What follows belongs to an exercise in optimizing a design on an open flow for small area and a short achievable clock period; a production flow would make more cautious choices.
Where RTL was checked, it was by simulation tests only, not by an equivalence proof against the original.
No activity file was given, so power comes from the tool's default toggle rates.

==> inputs of 08-25 <==
## ALU_top
module ALU_top(
    input             clk,
    input      [63:0] A,
    input      [63:0] B,
    input      [3:0]  OPERATION,
    output reg [63:0] Out,
    output reg        Z
);
    wire [63:0] x_d, y_d;
    wire        cin_d;
    reg  [63:0] x_q, y_q;
    reg         cin_q;
    wire [63:0] alu_out;
    wire        alu_z;
    ALU_operands ops(.A(A), .B(B), .OPERATION(OPERATION), .X(x_d), .Y(y_d), .cin(cin_d));
    ALU_add      add(.X(x_q), .Y(y_q), .cin(cin_q), .Out(alu_out), .Z(alu_z));
    always @(posedge clk) begin
        x_q   <= x_d;
        y_q   <= y_d;
        cin_q <= cin_d;
        Out   <= alu_out;
        Z     <= alu_z;
    end
endmodule
==> module ALU_operands, before the edit <==
module ALU_operands (
    input  [63:0] A,
    input  [63:0] B,
    input  [3:0]  OPERATION,
    output [63:0] X,
    output [63:0] Y,
    output        cin
);
    wire op_and  = (OPERATION == 4'b0000);
    wire op_or   = (OPERATION == 4'b0001);
    wire op_pass = (OPERATION == 4'b0111);
    wire op_nor  = (OPERATION == 4'b1100);
    wire op_sub  = (OPERATION == 4'b0110);
    wire op_neg  = (OPERATION == 4'b0101);
    wire op_add  = ~(op_and | op_or | op_pass | op_nor | op_sub | op_neg);
    assign cin = op_sub | op_neg;
    wire x00 = op_nor;
    wire x01 = op_or | op_pass | op_neg;
    wire x10 = op_add | op_sub | op_or | op_neg;
    wire x11 = op_add | op_sub | op_and | op_or | op_pass;
    wire [63:0] Xr = (A & B & {64{x11}}) | (A & ~B & {64{x10}})
                   | (~A & B & {64{x01}}) | (~A & ~B & {64{x00}});
    assign X = {Xr[63:1], Xr[0] ^ op_neg};
    wire [63:0] tn = {~(A[62:1] | B[62:1]), ~(A[0] & B[0]), 1'b0};
    assign Y = ({64{op_add}} & B) | ({64{op_sub}} & ~B) | ({64{op_neg}} & tn);
endmodule
==> module ALU_add, before the edit <==
module ALU_add (
    input  [63:0] X,
    input  [63:0] Y,
    input         cin,
    output [63:0] Out,
    output        Z
);
    wire [63:0] p = X ^ Y;
    wire [63:0] g0 = X & Y;
    wire [63:0] g = {g0[63:1], g0[0] | (p[0] & cin)};
    localparam LV = 6;
    wire [63:0] gg [0:LV];
    wire [63:0] pp [0:LV];
    assign gg[0] = g;
    assign pp[0] = p;
    genvar l, j;
    generate
        for (l = 0; l < LV; l = l + 1) begin : lvl
            for (j = 0; j < 64; j = j + 1) begin : node
                if ((j >> l) & 1) begin : comb
                    localparam integer SRC = ((j >> l) << l) - 1;
                    assign gg[l+1][j] = gg[l][j] | (pp[l][j] & gg[l][SRC]);
                    assign pp[l+1][j] = pp[l][j] & pp[l][SRC];
                end else begin : pass
                    assign gg[l+1][j] = gg[l][j];
                    assign pp[l+1][j] = pp[l][j];
                end
            end
        end
    endgenerate
    assign Out = p ^ {gg[LV][62:0], cin};
    wire [63:0] t = X | Y;
    assign Z = &(p ~^ {t[62:0], cin});
endmodule
==> module ALU_top, before the edit <==
module ALU_top(
    input             clk,
    input      [63:0] A,
    input      [63:0] B,
    input      [3:0]  OPERATION,
    output reg [63:0] Out,
    output reg        Z
);
    wire [63:0] x_d, y_d;
    wire        cin_d;
    reg  [63:0] x_q, y_q;
    reg         cin_q;
    wire [63:0] alu_out;
    wire        alu_z;
    ALU_operands ops(.A(A), .B(B), .OPERATION(OPERATION), .X(x_d), .Y(y_d), .cin(cin_d));
    ALU_add      add(.X(x_q), .Y(y_q), .cin(cin_q), .Out(alu_out), .Z(alu_z));
    always @(posedge clk) begin
        x_q   <= x_d;
        y_q   <= y_d;
        cin_q <= cin_d;
        Out   <= alu_out;
        Z     <= alu_z;
    end
endmodule
clock: 6.5 ns
lec_check: 0
cap_margin: 20
core_margin: 2
core_utilization: 40
setup_slack_margin: 4.2
slew_margin: 20
standard.sh (not shown) runs the stock make flow with config.mk's settings and CLKGATE_MAP_FILE= SYNTH_SCRIPT=/design/flow/synth_recipe.tcl, a recipe that flattens the netlist after the stock synthesis.
==> flow/flow/run.sh <==
#!/bin/bash
# The standard layout (standard.sh), with three changes to synthesis and
# placement. Registers and their names are the standard synthesis's.
#  - abc maps the logic with flow/abc.script, an area-first script; the
#    resizer then sizes the critical paths;
#  - full/half adder cells are not extracted (abc maps that logic too);
#  - the port buffers start as buf_1 cells (the resizer sizes them up where
#    timing needs it).
# Each tool's output goes to flow.log; ORFS keeps its own logs under orfs/.
set -euo pipefail
W=$PWD
export ADDER_MAP_FILE=
export BUFFER_PORTS_ARGS="-buffer_cell sky130_fd_sc_hd__buf_1"
{
  head -n 1 synth_recipe.tcl
  cat <<EOT
proc abc {args} {
  set i [lsearch -exact \$args -script]
  if {\$i >= 0} { lset args [expr {\$i + 1}] $W/flow/abc.script }
  yosys abc {*}\$args
}
EOT
  tail -n +2 synth_recipe.tcl
} > my_synth.tcl
sed "s#SYNTH_SCRIPT=[^ ]*#SYNTH_SCRIPT=$W/my_synth.tcl#" standard.sh > my_standard.sh
grep -q "SYNTH_SCRIPT=$W/my_synth.tcl" my_standard.sh
bash my_standard.sh > flow.log 2>&1
==> flow/flow/abc.script <==
strash
dch
map
topo
buffer
upsize
dnsize
==> 10-21: changes against 08-25 <==
==> flow/design.v (replaced) <==
module ALU_pre #(parameter K = 4) (
    input  [63:0]       A,
    input  [63:0]       B,
    input  [3:0]        OPERATION,
    output [63:0]       S,       
    output [64/K-2:0]   G        
);
    localparam NB = 64 / K;
    wire op_and  = (OPERATION == 4'b0000);
    wire op_or   = (OPERATION == 4'b0001);
    wire op_pass = (OPERATION == 4'b0111);
    wire op_nor  = (OPERATION == 4'b1100);
    wire op_sub  = (OPERATION == 4'b0110);
    wire op_neg  = (OPERATION == 4'b0101);
    wire op_add  = ~(op_and | op_or | op_pass | op_nor | op_sub | op_neg);
    wire cin = op_sub | op_neg;
    wire p00 = op_sub | op_nor;
    wire p01 = op_add | op_or | op_pass;
    wire p10 = op_add | op_or;
    wire p11 = op_sub | op_and | op_or | op_pass;
    wire g10 = op_sub;
    wire g11 = op_add;
    wire [63:0] x  = A ^ B;
    wire [63:0] xn = {x[63:1], ~x[0]};                   
    wire [63:0] tp = {A[62:1] | B[62:1], A[0] & B[0], 1'b1};   
    wire [63:0] p = (A & B & {64{p11}}) | (A & ~B & {64{p10}})
                  | (~A & B & {64{p01}}) | (~A & ~B & {64{p00}})
                  | ({64{op_neg}} & ~(xn ^ tp));
    wire [63:0] g = (A & B & {64{g11}}) | (A & ~B & {64{g10}})
                  | ({64{op_neg}} & xn & ~tp);
    genvar j, i;
    generate
        for (j = 0; j < NB; j = j + 1) begin : blk
            wire [K:0] c;    
            if (j == 0) begin : b0
                assign c[0] = cin;
            end else begin : bj
                assign c[0] = 1'b0;
            end
            for (i = 0; i < K; i = i + 1) begin : bt
                assign c[i+1] = g[j*K+i] | (p[j*K+i] & c[i]);
                assign S[j*K+i] = p[j*K+i] ^ c[i];
            end
            if (j < NB - 1) begin : gout
                assign G[j] = c[K];
            end
        end
    endgenerate
endmodule
module ALU_post #(parameter K = 4) (
    input  [63:0]       S,
    input  [64/K-2:0]   G,
    output [63:0]       Out
);
    localparam NB = 64 / K;
    wire [NB-1:0] P;
    wire [NB-1:0] c;    
    genvar j, l, i;
    generate
        for (j = 0; j < NB; j = j + 1) begin : bp
            assign P[j] = &S[j*K +: K];
        end
    endgenerate
    localparam LV = $clog2(NB);
    wire [NB-1:0] gg [0:LV];
    wire [NB-1:0] pp [0:LV];
    assign gg[0] = {G, 1'b0};
    assign pp[0] = {P[NB-2:0], 1'b0};
    generate
        for (l = 0; l < LV; l = l + 1) begin : lvl
            for (j = 0; j < NB; j = j + 1) begin : node
                if ((j >> l) & 1) begin : comb
                    localparam integer SRC = ((j >> l) << l) - 1;
                    assign gg[l+1][j] = gg[l][j] | (pp[l][j] & gg[l][SRC]);
                    assign pp[l+1][j] = pp[l][j] & pp[l][SRC];
                end else begin : pass
                    assign gg[l+1][j] = gg[l][j];
                    assign pp[l+1][j] = pp[l][j];
                end
            end
        end
    endgenerate
    assign c = gg[LV];
    generate
        for (j = 0; j < NB; j = j + 1) begin : inc
            for (i = 0; i < K; i = i + 1) begin : bt
                if (i == 0) begin : b0
                    assign Out[j*K] = S[j*K] ^ c[j];
                end else begin : bi
                    assign Out[j*K+i] = S[j*K+i] ^ (c[j] & (&S[j*K +: i]));
                end
            end
        end
    endgenerate
endmodule
module ALU_top(
    input             clk,
    input      [63:0] A,
    input      [63:0] B,
    input      [3:0]  OPERATION,
    output reg [63:0] Out,
    output            Z
);
    localparam K = 4;
    wire [63:0]     s_d;
    wire [64/K-2:0] g_d;
    reg  [63:0]     s_q;
    reg  [64/K-2:0] g_q;
    wire [63:0]     alu_out;
    ALU_pre  #(.K(K)) pre (.A(A), .B(B), .OPERATION(OPERATION), .S(s_d), .G(g_d));
    ALU_post #(.K(K)) post(.S(s_q), .G(g_q), .Out(alu_out));
    always @(posedge clk) begin
        s_q  <= s_d;
        g_q  <= g_d;
        Out  <= alu_out;
    end
    assign Z = ~|Out;
endmodule
==> flow/flow/abc.script (replaced) <==
strash
dc2
dch -f
map -a
topo
SETUP_SLACK_MARGIN = 3.5   (was 4.2)
==> 08-24: changes against 08-25 <==
==> flow/flow/abc.script (replaced) <==
strash
dc2
dch -f
map -a
topo
==> 04-05: changes against 08-25 <==
--- a/flow/design.v
+++ b/flow/design.v
@@ -29,6 +29,5 @@
     input  [63:0] Y,
     input         cin,
-    output [63:0] Out,
-    output        Z
+    output [63:0] Out
 );
     wire [63:0] p = X ^ Y;
@@ -56,6 +55,4 @@
     endgenerate
     assign Out = p ^ {gg[LV][62:0], cin};
-    wire [63:0] t = X | Y;
-    assign Z = &(p ~^ {t[62:0], cin});
 endmodule
 module ALU_top(
@@ -65,5 +62,5 @@
     input      [3:0]  OPERATION,
     output reg [63:0] Out,
-    output reg        Z
+    output            Z
 );
     wire [63:0] x_d, y_d;
@@ -72,7 +69,6 @@
     reg         cin_q;
     wire [63:0] alu_out;
-    wire        alu_z;
     ALU_operands ops(.A(A), .B(B), .OPERATION(OPERATION), .X(x_d), .Y(y_d), .cin(cin_d));
-    ALU_add      add(.X(x_q), .Y(y_q), .cin(cin_q), .Out(alu_out), .Z(alu_z));
+    ALU_add      add(.X(x_q), .Y(y_q), .cin(cin_q), .Out(alu_out));
     always @(posedge clk) begin
         x_q   <= x_d;
@@ -80,5 +76,5 @@
         cin_q <= cin_d;
         Out   <= alu_out;
-        Z     <= alu_z;
     end
+    assign Z = ~|Out;
 endmodule
SETUP_SLACK_MARGIN = 3.3   (was 4.2)
==> summary.txt <==
Layout:
- Sequential cells make up 23.5% of the cell area.

Die:
- The inserted tap cell count is 330.

Clock tree:
- After clock tree synthesis, the setup repair step added 135 buffers.

Pwr:
- The group drawing the most power is combinational logic.
- The power attributed to the clock group is 1.10 mW.

Run status:
- The checks that failed were negative setup slack.
- The flow ran to the end, but the layout failed its checks.

STA:
- Setup violations remaining at the end of the flow were counted as 35.
- The largest clock skew in the final design is 0.0197 ns.
- In the post-route analysis, the smallest setup slack over all paths is -2.42 ns.

Synthesis:
- After synthesis, the largest area contributor takes up 38.6% of total cell area.
the above is filed under 08-24

==> summary.txt <==
Layout:
- Across the whole layout, storage elements make up 28.4% of the cell area.

Pwr:
- The power attributed to the clock group is 1.08 mW.
- The largest part of the power goes to sequential cells.

STA:
- Clock skew on the completed layout was measured at 0.0120 ns.

Run status:
- The run finished with no timing, DRC or antenna violations.

Clock tree:
- In this run the post-CTS setup repair buffer count came out at 5.

Die:
- The inserted tap cell count is 384.
the above is filed under 04-05

==> summary.txt <==
Pwr:
- The group drawing the most power is combinational logic.
- The power attributed to the clock group is 1.04 mW.

Clock tree:
- Post-CTS timing repair inserted 45 buffers for setup.

Die:
- The flow inserted 390 tap cells.

Synthesis:
- The top-area cell type share of the netlist area is 32.4%.

Layout:
- The sequential fraction of total cell area is 24.1%.

Run status:
- The run finished with no timing, DRC or antenna violations.

STA:
- The count of endpoints failing setup in the final report is 0.
the above is filed under 08-25

==> summary.txt <==
Pwr:
- The group drawing the most power is sequential cells.
- The power attributed to the clock group is 0.971 mW.

STA:
- The largest clock skew in the final design is 0.0104 ns.
- Setup violations remaining at the end of the flow were counted as 0.

Clock tree:
- The number of setup buffers added after CTS is 90.

Run status:
- The run finished with no timing, DRC or antenna violations.

Global route:
- The via count of the first global-routing pass is 10400.
- The met3 track utilization from global routing is 4.86%.

Die:
- The inserted tap cell count is 285.
- After floorplanning, the core was sized to cover 22600 um^2.

Setup path:
- The maximum fanout encountered on the critical timing path is 3.

Synthesis:
- The synthesized design devotes to its leading area cell type 31.0% of total area.
the above is filed under 10-21

No functional check of the RTL was part of 10-21 and 04-05.

## afterwards: timing with drivers on the ports
How much do the figures lean on ideal ports? The routed layouts below were timed once more, with nothing changed but the port constraints. Step 1: set_driving_cell puts a clkbuf_16 on clk and a buf_2 on each other input, an assumption about the parent block. Step 2 also shifts input and output timing later by t, the mid clock arrival at the registers, as if the neighbouring blocks saw the same clock. Three values: no drivers, after step 1, after step 2; two values: the first two.
run | t (ns) | setup WS [ns] | hold WS [ns] | worst register clock-pin slew, ns | worst data-port slew with drivers (ns)
08-25 | 0.504 | 3.952 / 3.963 / 3.459 | 0.603 / 0.603 / 0.603 | 0.09 / 0.09 | 0.08
10-21 | 0.463 | 0.341 / 0.341 / 0.341 | 0.327 / 0.327 / 0.327 | 0.07 / 0.07 | 0.08
08-24 | 0.493 | -2.419 / -2.419 / -2.419 | 0.627 / 0.627 / 0.627 | 0.08 / 0.08 | 0.08
04-05 | 0.487 | 3.270 / 3.220 / 2.968 | 0.506 / 0.506 / 0.506 | 0.08 / 0.08 | 0.07
The setup slack of 08-25, which loses most, moves by +0.011 ns with the drivers and by -0.493 ns with both steps.
